Background: an optimization exercise with open tools, aiming at small area, a short achievable clock period and few clock cycles. Do not read the settings as production practice.
Only simulation tests tie the RTL to the original design; equivalence was not proved.

==> flow/design.v (outline; a module is shown in full before it is edited, if it fits) <==
// module MyDesign: 1157 lines
module MyDesign (
  input   wire dut_run,
  output  reg  dut_busy,
  input   wire reset_b,
  input   wire clk,
  output wire        input_sram_write_enable,
  output wire [11:0] input_sram_write_addresss,
  output wire [15:0] input_sram_write_data,
  output reg  [11:0] input_sram_read_address,
  input  wire [15:0] input_sram_read_data,
  output reg         output_sram_write_enable,
  output reg  [11:0] output_sram_write_addresss,
  output reg  [15:0] output_sram_write_data,
  output wire [11:0] output_sram_read_address,
  input  wire [15:0] output_sram_read_data,
  output reg         scratchpad_sram_write_enable,
  output wire [11:0] scratchpad_sram_write_addresss,
  output wire [15:0] scratchpad_sram_write_data,
  output wire [11:0] scratchpad_sram_read_address,
  input  wire [15:0] scratchpad_sram_read_data,
  output wire        weights_sram_write_enable,
  output wire [11:0] weights_sram_write_addresss,
  output wire [15:0] weights_sram_write_data,
  output wire [11:0] weights_sram_read_address,
  input  wire [15:0] weights_sram_read_data
);
  // ...
==> flow/run.sh <==
#!/bin/bash
# synth_recipe.tcl (not shown) runs the flow's synth.tcl, then flattens the netlist and writes it again
# the make line also repeats each setting of config.mk as NAME=value (left out here)
make -C /OpenROAD-flow-scripts/flow DESIGN_CONFIG=/design/flow/config.mk WORK_HOME=/design/flow/orfs CLKGATE_MAP_FILE= SYNTH_SCRIPT=/design/flow/synth_recipe.tcl finish
==> flow/config.mk <==
export PLATFORM = sky130hd
export DESIGN_NAME = MyDesign
export DESIGN_NICKNAME = MyDesign
export VERILOG_FILES = /design/flow/design.v
export SDC_FILE = /design/flow/constraint.sdc
export NUM_CORES = 4
export LEC_CHECK = 0
export ABC_AREA = 1
export CAP_MARGIN = 50
export CORE_MARGIN = 2
export CORE_UTILIZATION = 50
export SLEW_MARGIN = 70
==> flow/constraint.sdc <==
create_clock -name core_clock -period 10.0 [get_ports {clk}]
set_input_delay 2.0000 -clock core_clock [delete_from_list [all_inputs] [get_ports {clk}]]
set_output_delay 2.0000 -clock core_clock [all_outputs]
set_load 0.01 [all_outputs]
==> impl_summary.txt, run 1 <==
----------------------------------------------------
[Cells and area]
  Seq Cell Count ... 685
  Biggest Area Class ... multi-input combinational cells
  Share of the final layout cell area in multi-input gates ... 53.0%
  Multi-input combinational cell area ... 28700 sq um
  Utilization after layout ... 56.0%

[Place]
  Routability congestion estimate ... 0.942

[Global route]
  Overall Global Routing Usage ... 31.7%
  Most used routing layer ... met2
  Leftover overflow at the end of global routing ... 0
  Met2 usage in global routing ... 44.7%

[Synthesis]
  Ys async rst share ... 0%
  EDFF count, synth ... 125
  Post-Syn Area ... 48800 sq um
  Area fraction in and, or, nand and nor cells after synthesis ... 6.54%

[Critical path]
  CP arrival ... 4.67 ns
  Most numerous cell on the critical path ... sky130_fd_sc_hd__fa_1
  CP bufs+invs ... 3
  Worst reg2reg path endpoint ... so_r[16]

[STA]
  Setup violations, final ... 0

[Detailed routing]
  DR vias ... 36429

[Run status]
  Status ... timing/DRC/antenna clean

[Die]
  Std cell rows ... 114
  Number of I/O pins ... 232

----------------------------------------------------
Testbench counts, summed over its fixed seeds: cycles 34,034.
==> run 2: changes to the inputs <==
==> flow/flow/run.sh (new file) <==
#!/bin/bash
# Standard layout, with one netlist pass between synthesis and floorplan:
# flow/polarity.py removes inverters between full adders (a full adder is
# self-dual, so it can take its inputs in the other polarity). Registers and
# all other logic stay as the standard synthesis made them.
set -uo pipefail
W=$PWD
R=$W/orfs/results/$FLOW_PLATFORM/MyDesign/base
LIB=$FLOW_HOME/platforms/$FLOW_PLATFORM/lib/sky130_fd_sc_hd__tt_025C_1v80.lib

bash standard.sh synth > $W/synth.log 2>&1 || { echo "synthesis failed"; exit 1; }

cp $R/1_2_yosys.v $W/1_2_yosys.standard.v
if python3 flow/polarity.py $W/1_2_yosys.standard.v $W/1_2_yosys.polarity.v "$LIB" > $W/polarity.log 2>&1; then
  # the synthesis netlist is now newer than 1_synth.odb: make rebuilds it
  cp $W/1_2_yosys.polarity.v $R/1_2_yosys.v
  echo "polarity pass applied"
else
  echo "polarity pass failed, keeping the standard netlist"
fi

bash standard.sh finish > $W/finish.log 2>&1 || { echo "layout failed"; exit 1; }
==> flow/flow/polarity.py (new file) <==
#!/usr/bin/env python3
"""Removes inverters between full adders in a mapped sky130 netlist.

A full adder is self-dual: FA(~a, ~b, ~c) = (~cout, ~sum). Each full adder may
therefore be flipped (its inputs taken in the other polarity, its outputs then
carrying the complements), and each xor2/xnor2 gate may be swapped for the
other. This picks flips that need fewest inverters, then rewires the netlist:
every inverter is replaced by at most one inverter per signal that some pin
needs in the other polarity. Registers, ports and all other cells are kept.

usage: polarity.py IN.v OUT.v LIBERTY
"""
import re, sys, random, collections

src, dst, lib = sys.argv[1], sys.argv[2], sys.argv[3]

# pin directions from the liberty file
outpins = collections.defaultdict(set)
cell = None
pin = None
for line in open(lib):
    m = re.match(r'\s*cell\s*\(\s*"?([\w]+)"?\s*\)', line)
    if m:
        cell = m.group(1); continue
    m = re.match(r'\s*pin\s*\(\s*"?([\w]+)"?\s*\)', line)
    if m:
        pin = m.group(1); continue
    m = re.match(r'\s*direction\s*:\s*"?(\w+)"?', line)
    if m and cell and pin:
        if m.group(1) == 'output':
            outpins[cell].add(pin)

text = open(src).read()
mod_start = text.index('module ')
body_start = text.index(');', mod_start) + 2
end = text.rindex('endmodule')
header = text[:body_start]
body = text[body_start:end]

inst_re = re.compile(r'((?:\s*\(\*[^*]*\*\))*)\s*(sky130_fd_sc_hd__\w+)\s+(\S+)\s*\((.*?)\);', re.S)
pin_re = re.compile(r'\.(\w+)\(\s*([^()]*?)\s*\)')

decls = []
cells = []
pos = 0
for m in inst_re.finditer(body):
    decls.append(body[pos:m.start()])
    pos = m.end()
    attrs, typ, name, pins = m.group(1), m.group(2), m.group(3), m.group(4)
    cells.append({'attrs': attrs, 'type': typ, 'name': name,
                  'pins': [(p, n) for p, n in pin_re.findall(pins)]})
decls.append(body[pos:])
decl_text = ''.join(decls)
assert 'assign' not in decl_text, 'assign statements not handled'

ports = set()
for m in re.finditer(r'^\s*(input|output)\s+(?:\[(\d+):(\d+)\]\s+)?(\S+);', header + decl_text, re.M):
    d, hi, lo, nm = m.groups()
    if hi is None:
        ports.add(nm)
    else:
        for i in range(int(lo), int(hi) + 1):
            ports.add('%s[%d]' % (nm, i))

def is_inv(c):
    return re.match(r'sky130_fd_sc_hd__(clk)?inv_\d+$', c['type']) is not None
def is_fa(c):
    return c['type'].startswith('sky130_fd_sc_hd__fa_')
def is_x(c):
    return re.match(r'sky130_fd_sc_hd__x(n)?or2_\d+$', c['type']) is not None

driver = {}
for c in cells:
    for p, n in c['pins']:
        if p in outpins[c['type']]:
            driver[n] = (c, p)

def lit(n):
    par = 0
    while n in driver and is_inv(driver[n][0]) and n not in ports:
        c = driver[n][0]
        n = dict(c['pins'])['A']
        par ^= 1
    # a port driven by an inverter stays as it is: treat the port as a base
    return n, par

# flippable drivers: full adders and xor/xnor gates, unless they drive a port
flip = {}
for c in cells:
    if is_fa(c) or is_x(c):
        outs = [n for p, n in c['pins'] if p in outpins[c['type']]]
        flip[c['name']] = 0 if not any(n in ports for n in outs) else None

def avail(base):
    d = driver.get(base)
    if d is None:
        return 0
    f = flip.get(d[0]['name'])
    return f if f else 0

# requirements: (cell, pin) -> (base, parity required before flips)
req = []
for c in cells:
    if is_inv(c):
        continue
    for p, n in c['pins']:
        if p in outpins[c['type']]:
            continue
        if re.match(r"\d+'", n) or n == '':
            continue
        b, par = lit(n)
        req.append((c, p, b, par))
# inverters that drive ports are kept: their input is a requirement
keep_inv = [c for c in cells if is_inv(c) and dict(c['pins'])['Y'] in ports]
for c in keep_inv:
    b, par = lit(dict(c['pins'])['A'])
    req.append((c, 'A', b, par))

def need(c, par):
    if is_fa(c) and flip.get(c['name']):
        return par ^ 1
    return par

def cost():
    s = set()
    for c, p, b, par in req:
        q = need(c, par)
        if q != avail(b):
            s.add(b)
    return len(s)

# local search over FA flips and xor swaps
by_cell = collections.defaultdict(list)
by_base = collections.defaultdict(list)
for r in req:
    by_cell[r[0]['name']].append(r)
    by_base[r[2]].append(r)
outs_of = {c['name']: [n for p, n in c['pins'] if p in outpins[c['type']]] for c in cells}

def local(name):
    # requirements touched by flipping `name`: its own inputs (FA) and users of its outputs
    bases = set()
    for r in by_cell[name]:
        bases.add(r[2])
    for n in outs_of[name]:
        bases.add(n)
    tot = 0
    for b in bases:
        a = avail(b)
        if any(need(c, par) != a for c, p, bb, par in by_base[b]):
            tot += 1
    return tot

cands = [n for n, f in flip.items() if f is not None]
before = cost()
random.seed(1)
for it in range(20):
    changed = 0
    random.shuffle(cands)
    for n in cands:
        c0 = local(n)
        flip[n] ^= 1
        c1 = local(n)
        if c1 < c0:
            changed += 1
        else:
            flip[n] ^= 1
    if not changed:
        break
after = cost()
ninv = sum(1 for c in cells if is_inv(c))
sys.stderr.write('inverters: %d before, %d needed after (%d kept on ports); flips %d\n'
                 % (ninv, after, len(keep_inv), sum(1 for f in flip.values() if f)))

# rewrite
newinv = {}
extra = []
def net_for(b, q):
    if q == avail(b):
        return b
    if b not in newinv:
        k = len(newinv)
        y = 'polinv_%d_y' % k
        newinv[b] = y
        extra.append((k, b, y))
    return newinv[b]

out_cells = []
for c in cells:
    if is_inv(c) and c not in keep_inv:
        continue
    if is_x(c) and flip.get(c['name']):
        t = c['type']
        if '__xor2_' in t:
            c['type'] = t.replace('__xor2_', '__xnor2_')
            c['rename'] = {'X': 'Y'}
        else:
            c['type'] = t.replace('__xnor2_', '__xor2_')
            c['rename'] = {'Y': 'X'}
    out_cells.append(c)
pinmap = {}
for c, p, b, par in req:
    pinmap[(c['name'], p)] = net_for(b, need(c, par))

lines = [header, decl_text.rstrip('\n') + '\n']
for k, b, y in extra:
    lines.append('  wire %s;\n' % y)
for c in out_cells:
    ps = []
    for p, n in c['pins']:
        n2 = pinmap.get((c['name'], p), n)
        ps.append('    .%s(%s%s)' % (c.get('rename', {}).get(p, p), n2, ' ' if n2.startswith('\\') else ''))
    lines.append('%s\n  %s %s (\n%s\n  );\n' % (c['attrs'], c['type'], c['name'], ',\n'.join(ps)))
for k, b, y in extra:
    lines.append('  sky130_fd_sc_hd__inv_1 polinv_%d (\n    .A(%s%s),\n    .Y(%s)\n  );\n' % (k, b, ' ' if b.startswith('\\') else '', y))
lines.append('endmodule\n')
open(dst, 'w').write(''.join(lines))
if len(sys.argv) > 4:
    st = collections.Counter()
    for c, p, b, par in req:
        if need(c, par) != avail(b):
            d = driver.get(b)
            dt = d[0]['type'].split('__')[1] + '.' + d[1] if d else 'port'
            st[(dt, c['type'].split('__')[1], 'flippable' if flip.get(d[0]['name'] if d else '') is not None else 'fixed')] += 1
    for k, v in st.most_common(25):
        sys.stderr.write('%s %d\n' % (k, v))
==> flow/standard.sh (new file) <==
#!/bin/bash
# synth_recipe.tcl (not shown) runs the flow's synth.tcl, then flattens the netlist and writes it again
# the make line also repeats each setting of config.mk as NAME=value (left out here)
make -C /OpenROAD-flow-scripts/flow DESIGN_CONFIG=/design/flow/config.mk WORK_HOME=/design/flow/orfs CLKGATE_MAP_FILE= SYNTH_SCRIPT=/design/flow/synth_recipe.tcl "${@:-finish}"
removed: flow/run.sh
==> run 2 against run 1 <==
Worst hold slack got worse by 0.0011 ns. Wire length decreased by 2.1%. Cell count decreased by 6.9%. Utilization about the same. Global-route usage decreased by 0.070 points. Synthesized cell count decreased by 8.3%. Critical path type unchanged. Largest cell class unchanged. Highest routed layer unchanged.
==> impl_summary.txt, run 2 <==
----------------------------------------------------
[Detailed routing]
  Average wire per cell in the routed design ... 25.6 um
  DRC violation total after the first TritonRoute iteration ... 4592
  Routed wire length ... 154000 um
  DR vias ... 34841 (-4.4%)
  Via count normalized by instance count ... 5.78
  Number of search-and-repair iterations in the first detailed-routing pass ... 7
  Number of design rule violations left after detail routing ... 0
  Post-DRT Antenna Nets ... 0

[Clock tree]
  CTS Buffer Depth ... 3
  Clock tree root driver cell ... sky130_fd_sc_hd__clkbuf_16
  Hold buffers post-CTS ... 0
  Skew-Pair Late Insertion Delay ... 0.68 ns
  Clock slew seen by the registers of the worst setup and hold paths ... 0.06 ns
  H-tree level count ... 3
  Number of clock sinks ... 685
  Clock tree from TritonCTS ... built
  Inserted Clock Buffers ... 78
  Post-CTS Setup Inserts ... 0
  Gates resized, CTS repair ... 0

[Critical path]
  Slowest stage cell, crit path ... sky130_fd_sc_hd__dfxtp_2
  Crit-path max FO ... 4
  CP arrival ... 4.51 ns (-0.16 ns)
  Worst R2R Path Depth ... 13
  Kind of end point of the critical path ... flip-flop
  Endpoint required time on the critical path ... 10.57 ns
  Crit path cell chain ... fa_1 -> fa_1 -> fa_1 -> fa_1 -> ha_1 -> nand2_1 -> nor2_1 -> nand2_1 -> o211ai_1 -> buf_2 -> nand2_1 -> nand2_1 -> xor2_1
  Worst reg-to-reg setup slack ... 6.06 ns
  Kind of cell with the highest combined delay on the critical path ... adder cells
  Startpoint class of the critical path ... flip-flop
  Worst reg2reg path endpoint ... se_r[12]
  Worst flop-to-flop path startpoint ... ue_r7_8
  CP bufs+invs ... 1 (-2)
  Crit-path max cell delay ... 0.58 ns
  Critical path start-end classification ... reg -> reg

[STA]
  Max-slew headroom at the worst pin ... 67.0%
  Hold violation total from the final report ... 0
  Final cycle utilization of the critical path ... 39.4%
  Clock tree skew after final layout ... 0.0373 ns
  Setup violations, final ... 0 (unchanged)
  Unrepaired setup endpoints after global routing ... no
  Tmin final ... 3.94 ns
  Post-Route Setup TNS ... 0 ns
  Final Max Tran Viols ... 0
  Max frequency ... 0.254 GHz
  Worst Tran Pin Value ... 0.492 ns

[Cells and area]
  Antenna diode count ... 0
  Most frequent cells in the layout ... sky130_fd_sc_hd__xor2_1, sky130_fd_sc_hd__fa_1, sky130_fd_sc_hd__o22ai_1
  Proportion of layout cells with a drive suffix above 1 ... 10.6%
  Most common cell after layout, fill and taps aside ... sky130_fd_sc_hd__xor2_1
  Final #Nets ... 5520
  Final std cell area, no fill ... 52400 sq um
  Non-filler cells in the finished layout ... 6026
  Area grow syn2layout ... 11.1%
  Biggest registers after layout ... se_r: 19 flops, so_r: 19 flops

[Die]
  Std cell rows ... 112 (-1.8%)
  Floorplan die area ... 96800 sq um
  Width of the chip ... 311 um
  Vertical extent of the die ... 311 um
  Core Box Area ... 93500 sq um
  Number of I/O pins ... 232 (unchanged)
  Initial core utilization ... 50.5%

[Global route]
  Pin count of the biggest net entering global routing ... 42
  Leftover overflow at the end of global routing ... 0 (unchanged)
  Overall Global Routing Usage ... 31.6% (-0.070 points)
  Via count of the first global-routing pass ... 34674
  Wire length of the first global-routing pass ... 225000 um
  Initial antenna violation count ... 0

[Synthesis]
  Post-synthesis average cell area ... 10.2 sq um
  Post-Syn Area ... 47200 sq um (-3.2%)
  Instance count of the mapped netlist ... 4645
  Syn. warnings ... 1

[Flow run]
  Number of violations of the max-capacitance limit ... 0

[Place]
  Routability congestion estimate ... 0.951 (+1.0%)
  Count of port buffers added during placement ... 120
  Placed Instance Area ... 49700 sq um
  HPWL after detailed placement ... 119000 um
  Number of instances in the placed design ... 5879

[Hold path]
  Capture endpoint of the worst hold path ... wa2[2]
  Hold/Removal Path Class ... reg -> reg
  Hold Path Cell Cnt ... 0
  Min-Delay Startpoint ... w1[2]

[Run status]
  Status ... timing/DRC/antenna clean

----------------------------------------------------
## run 2: final cells by class
| cell class | count | area [sq um] |
|---|---|---|
| fillers | 8248 | 41100 |
| multi-input cells | 3114 | 28700 |
| flip-flops and latches | 685 | 15100 |
| repair buffers | 359 | 2640 |
| clock buffers | 107 | 2250 |
| inverters | 470 | 1770 |
| well taps | 1254 | 1570 |
| clock inverters | 37 | 377 |
## run 2: how the worst max path moves through the flow
stage / startpoint / slack, ns / depth (start not counted) / end
floorplan: uo_r1_0 / 6.48 / 13 / so_r[16]
global placement: ue_r7_8 / 5.75 / 12 / se_r[12]
detailed placement: uo_r0_0 / 6.12 / 13 / so_r[16]
CTS: ph2 / 6.01 / 2 / scratchpad_sram_write_addresss[4]
global route: ue_r7_8 / 5.86 / 13 / se_r[12]
finish: ue_r7_8 / 6.06 / 13 / se_r[12]
## run 2: per-stage QoR
stage          utilization, %  setup WS, ns  hold WS, ns
2_1_floorplan               -          6.48        0.310
3_3_place_gp             52.0          5.75        0.311
3_5_place_dp             53.2          6.12        0.314
4_1_cts                  56.0          6.01        0.327
5_1_grt                  56.1          5.86        0.328
6_report                 56.1          6.06        0.326
## run 2: layer usage
layer / vias up / GRT usage [%] / wire length, um
met1: 16871 / 43.1 / 60500
met5: - / 0.0494 / 0
met2: 2489 / 44.3 / 62900
met3: 414 / 10.2 / 20700
met4: 0 / 17.6 / 9850
li1: 15067 / - / -

separate check: timing with driven ports:
The flow's constraints put no driver on any port. The routed layouts listed below were extracted and timed again, unchanged, in two steps.
Step 1 assumes that a clkbuf_16 drives the clock port and a buf_2 every other input.
Step 2 moves the port delays by t, midway between the first and last clock arrival at a register: inputs arrive t later, outputs are due t later. That takes back most of the time a late clock gives input paths.
a / b / c = ideal / step 1 / step 2; a / b = the first two.
| run | shift t [ns] | setup WS [ns] | hold slack, ns | clock arrival spread, ns |
|---|---|---|---|---|
| run 1 | 0.739 | 5.873 / 5.873 / 5.873 | 0.327 / 0.327 / 0.327 | 0.041 / 0.042 |
| run 2 | 0.732 | 6.061 / 6.009 / 6.061 | 0.326 / 0.326 / 0.326 | 0.037 / 0.038 |
After both steps setup and hold are still met in every run listed.
